Source: an optimization exercise on an open RTL-to-GDS flow (aim: small area and a short achievable clock period). Production flows keep margins and buffers that such runs may drop. The RTL was checked by simulation tests, not by an equivalence proof against the original design. Power figures rest on the tool's default switching activity, not on a simulated workload.

==> module ALU, before the edit <==
module ALU(
        input               clk,
        input  logic [7:0]  number1,number2,
        input  logic [0:3]  opcode,
        output logic [15:0] resultant
    );
reg [1:0] pre_r, pre_q;
always @(*) begin
    if (number2 >= 8'd4) begin
        pre_q = 2'd0;
        pre_r = number1[7:6];
    end else begin
        case ({number2[1:0], number1[7:6]})
            4'd0: begin pre_q = 2'd3; pre_r = 2'd0; end
            4'd1: begin pre_q = 2'd3; pre_r = 2'd1; end
            4'd2: begin pre_q = 2'd3; pre_r = 2'd2; end
            4'd3: begin pre_q = 2'd3; pre_r = 2'd3; end
            4'd4: begin pre_q = 2'd0; pre_r = 2'd0; end
            4'd5: begin pre_q = 2'd1; pre_r = 2'd0; end
            4'd6: begin pre_q = 2'd2; pre_r = 2'd0; end
            4'd7: begin pre_q = 2'd3; pre_r = 2'd0; end
            4'd8: begin pre_q = 2'd0; pre_r = 2'd0; end
            4'd9: begin pre_q = 2'd0; pre_r = 2'd1; end
            4'd10: begin pre_q = 2'd1; pre_r = 2'd0; end
            4'd11: begin pre_q = 2'd1; pre_r = 2'd1; end
            4'd12: begin pre_q = 2'd0; pre_r = 2'd0; end
            4'd13: begin pre_q = 2'd0; pre_r = 2'd1; end
            4'd14: begin pre_q = 2'd0; pre_r = 2'd2; end
            4'd15: begin pre_q = 2'd1; pre_r = 2'd0; end
            default: begin pre_q = 2'd0; pre_r = 2'd0; end
        endcase
    end
end
reg [7:0] a, b;
reg [3:0] op;
reg [1:0] r_pre, q_pre;
always @(posedge clk) begin
    a  <= number1;
    b  <= number2;
    op <= opcode;
    r_pre <= pre_r;
    q_pre <= pre_q;
end
wire        sub = (op == 1);
wire [7:0]  bx = b ^ {8{sub}};
wire [8:0]  ac;
wire [8:0]  addsub;
assign ac[0] = sub;
genvar k;
generate for (k = 0; k < 8; k = k + 1) begin : add
    assign addsub[k] = a[k] ^ bx[k] ^ ac[k];
    assign ac[k+1] = (a[k] & bx[k]) | (a[k] & ac[k]) | (bx[k] & ac[k]);
end endgenerate
assign addsub[8] = ac[8];
wire [15:0] prod;
mul8 u_mul (.a(a), .b(b), .p(prod));
wire [7:0] q;
wire [7:0] rem;
wire [9:0] b3 = {2'b00, b} + {1'b0, b, 1'b0};
wire [2:0] x2 = {r_pre, a[5:5]};
wire [2:0] r2;
wire [9:0] m1_2 = {2'b00, b};
wire [3:0] d1_2 = {1'b0, x2} - {1'b0, m1_2[2:0]};
wire ge1_2 = ~d1_2[3] & (b < 9'd8);
wire [0:0] qd2 = ge1_2;
assign r2 = ge1_2 ? d1_2[2:0] : x2;
wire [3:0] x3 = {r2, a[4:4]};
wire [3:0] r3;
wire [9:0] m1_3 = {2'b00, b};
wire [4:0] d1_3 = {1'b0, x3} - {1'b0, m1_3[3:0]};
wire ge1_3 = ~d1_3[4] & (b < 9'd16);
wire [0:0] qd3 = ge1_3;
assign r3 = ge1_3 ? d1_3[3:0] : x3;
wire [4:0] x4 = {r3, a[3:3]};
wire [4:0] r4;
wire [9:0] m1_4 = {2'b00, b};
wire [5:0] d1_4 = {1'b0, x4} - {1'b0, m1_4[4:0]};
wire ge1_4 = ~d1_4[5] & (b < 9'd32);
wire [0:0] qd4 = ge1_4;
assign r4 = ge1_4 ? d1_4[4:0] : x4;
wire [5:0] x5 = {r4, a[2:2]};
wire [5:0] r5;
wire [9:0] m1_5 = {2'b00, b};
wire [6:0] d1_5 = {1'b0, x5} - {1'b0, m1_5[5:0]};
wire ge1_5 = ~d1_5[6] & (b < 9'd64);
wire [0:0] qd5 = ge1_5;
assign r5 = ge1_5 ? d1_5[5:0] : x5;
wire [6:0] x6 = {r5, a[1:1]};
wire [6:0] r6;
wire [9:0] m1_6 = {2'b00, b};
wire [7:0] d1_6 = {1'b0, x6} - {1'b0, m1_6[6:0]};
wire ge1_6 = ~d1_6[7] & (b < 9'd128);
wire [0:0] qd6 = ge1_6;
assign r6 = ge1_6 ? d1_6[6:0] : x6;
wire [7:0] x7 = {r6, a[0:0]};
wire [7:0] r7;
wire [9:0] m1_7 = {2'b00, b};
wire [8:0] d1_7 = {1'b0, x7} - {1'b0, m1_7[7:0]};
wire ge1_7 = ~d1_7[8];
wire [0:0] qd7 = ge1_7;
assign r7 = ge1_7 ? d1_7[7:0] : x7;
assign q = {q_pre, qd2, qd3, qd4, qd5, qd6, qd7};
assign rem = r7;
wire bz = (b == 8'd0);
always @(posedge clk) begin
    case (op)
        0:       resultant <= {7'd0, addsub[8], addsub[7:0]};
        1:       resultant <= {{8{~addsub[8]}}, addsub[7:0]};
        2:       resultant <= prod;
        3:       resultant <= {{8{bz}}, q};
        4:       resultant <= {8'd0, rem};
        default: resultant <= resultant;
    endcase
end
endmodule
==> flow/config.mk <==
export PLATFORM = sky130hd
export DESIGN_NAME = ALU
export DESIGN_NICKNAME = ALU
export VERILOG_FILES = /design/flow/design.v
export SDC_FILE = /design/flow/constraint.sdc
export NUM_CORES = 4
export LEC_CHECK = 0
export ABC_AREA = 1
export CAP_MARGIN = 20
export CORE_MARGIN = 2
export CORE_UTILIZATION = 60
export CTS_BUF_LIST = sky130_fd_sc_hd__clkbuf_8
export SLEW_MARGIN = 20
export SYNTH_HIERARCHICAL = 1
export SYNTH_MINIMUM_KEEP_SIZE = 0
==> flow/constraint.sdc <==
create_clock -name core_clock -period 38.0 [get_ports {clk}]
set_input_delay 7.6000 -clock core_clock [delete_from_list [all_inputs] [get_ports {clk}]]
set_output_delay 7.6000 -clock core_clock [all_outputs]
set_load 0.01 [all_outputs]
standard.sh (not shown) runs the stock make flow with config.mk's settings and CLKGATE_MAP_FILE= SYNTH_SCRIPT=/design/flow/synth_recipe.tcl, a recipe that flattens the netlist after the stock synthesis.
==> flow/flow/run.sh <==
#!/bin/bash
# The standard layout, with plain buf_2 cells as the port buffers.
# The whole make output goes to standard.log in the work folder.
bash standard.sh BUFFER_PORTS_ARGS="-buffer_cell sky130_fd_sc_hd__buf_2" finish > standard.log 2>&1
Rerun with:
--- a/flow/design.v
+++ b/flow/design.v
@@ -30,31 +30,19 @@
             default: begin pre_q = 2'd0; pre_r = 2'd0; end
         endcase
     end
 end
 reg [7:0] a, b;
 reg [3:0] op;
-reg [1:0] r_pre, q_pre;
+reg [1:0] r_pre;
 always @(posedge clk) begin
     a  <= number1;
     b  <= number2;
     op <= opcode;
     r_pre <= pre_r;
-    q_pre <= pre_q;
-end
-wire        sub = (op == 1);
-wire [7:0]  bx = b ^ {8{sub}};
-wire [8:0]  ac;
-wire [8:0]  addsub;
-assign ac[0] = sub;
-genvar k;
-generate for (k = 0; k < 8; k = k + 1) begin : add
-    assign addsub[k] = a[k] ^ bx[k] ^ ac[k];
-    assign ac[k+1] = (a[k] & bx[k]) | (a[k] & ac[k]) | (bx[k] & ac[k]);
-end endgenerate
-assign addsub[8] = ac[8];
+end
 wire [15:0] prod;
 mul8 u_mul (.a(a), .b(b), .p(prod));
 wire [7:0] q;
 wire [7:0] rem;
 wire [9:0] b3 = {2'b00, b} + {1'b0, b, 1'b0};
 wire [2:0] x2 = {r_pre, a[5:5]};
@@ -91,17 +79,42 @@
 wire [7:0] d1_6 = {1'b0, x6} - {1'b0, m1_6[6:0]};
 wire ge1_6 = ~d1_6[7] & (b < 9'd128);
 wire [0:0] qd6 = ge1_6;
 assign r6 = ge1_6 ? d1_6[6:0] : x6;
 wire [7:0] x7 = {r6, a[0:0]};
 wire [7:0] r7;
-wire [9:0] m1_7 = {2'b00, b};
-wire [8:0] d1_7 = {1'b0, x7} - {1'b0, m1_7[7:0]};
-wire ge1_7 = ~d1_7[8];
-wire [0:0] qd7 = ge1_7;
-assign r7 = ge1_7 ? d1_7[7:0] : x7;
+wire        is_as = (op == 0) | (op == 1);
+wire        is_add = (op == 0);
+wire [7:0]  xs7 = is_as ? a : x7;
+wire [7:0]  ys7 = is_add ? b : ~b;
+wire [8:0]  addsub = {1'b0, xs7} + {1'b0, ys7} + {8'd0, ~is_add};
+wire [0:0] qd7 = addsub[8];
+assign r7 = addsub[8] ? addsub[7:0] : x7;
+reg [1:0] q_pre;
+always @(*) begin
+    if (b >= 8'd4) q_pre = 2'd0;
+    else case ({b[1:0], a[7:6]})
+        4'd0: q_pre = 2'd3;
+        4'd1: q_pre = 2'd3;
+        4'd2: q_pre = 2'd3;
+        4'd3: q_pre = 2'd3;
+        4'd4: q_pre = 2'd0;
+        4'd5: q_pre = 2'd1;
+        4'd6: q_pre = 2'd2;
+        4'd7: q_pre = 2'd3;
+        4'd8: q_pre = 2'd0;
+        4'd9: q_pre = 2'd0;
+        4'd10: q_pre = 2'd1;
+        4'd11: q_pre = 2'd1;
+        4'd12: q_pre = 2'd0;
+        4'd13: q_pre = 2'd0;
+        4'd14: q_pre = 2'd0;
+        4'd15: q_pre = 2'd1;
+        default: q_pre = 2'd0;
+    endcase
+end
 assign q = {q_pre, qd2, qd3, qd4, qd5, qd6, qd7};
 assign rem = r7;
 wire bz = (b == 8'd0);
 always @(posedge clk) begin
     case (op)
         0:       resultant <= {7'd0, addsub[8], addsub[7:0]};
Outcome:
- flip-flop and latch count is unchanged
- sequential power goes up by about 3%
- routed wire length goes down by 1.5%
- non-clock buffer count goes down by 1
- via count goes down by 1.2%
- total power goes up by 6.0%
- fmax barely changes
- setup slack improves by 5.0 ps
- register-to-register slack stays flat
- synthesized cell count goes up by 0.51%
- design area goes down by 1.3%
- final cell count goes down by 0.40%

==> afterwards: timing with drivers on the ports <==
No port has a modelled driver above. Below, the same layouts with a new extraction and two added sets of constraints. Step 1 assumes that a clkbuf_16 drives the clock port and a buf_2 every other input. Step 2 times the ports against the registers' clock, not the clock port: input delays grow and output delays shrink by t, the midpoint of the rising clock arrivals with the driver on. Three values: no drivers, after step 1, after step 2; two values: the first two.
run | shift t [ns] | setup slack, ns | worst setup path at the end | cell pins on the clock port's net
the first run | 0.323 | 29.144 / 29.144 / 29.140 | input to register | 1
the second run | 0.323 | 29.149 / 29.149 / 29.149 | register to register | 1
After both steps every run listed still meets setup and hold. The setup slack of the first run, which loses most, moves by 0.000 ns with the drivers and by -0.004 ns with both steps.
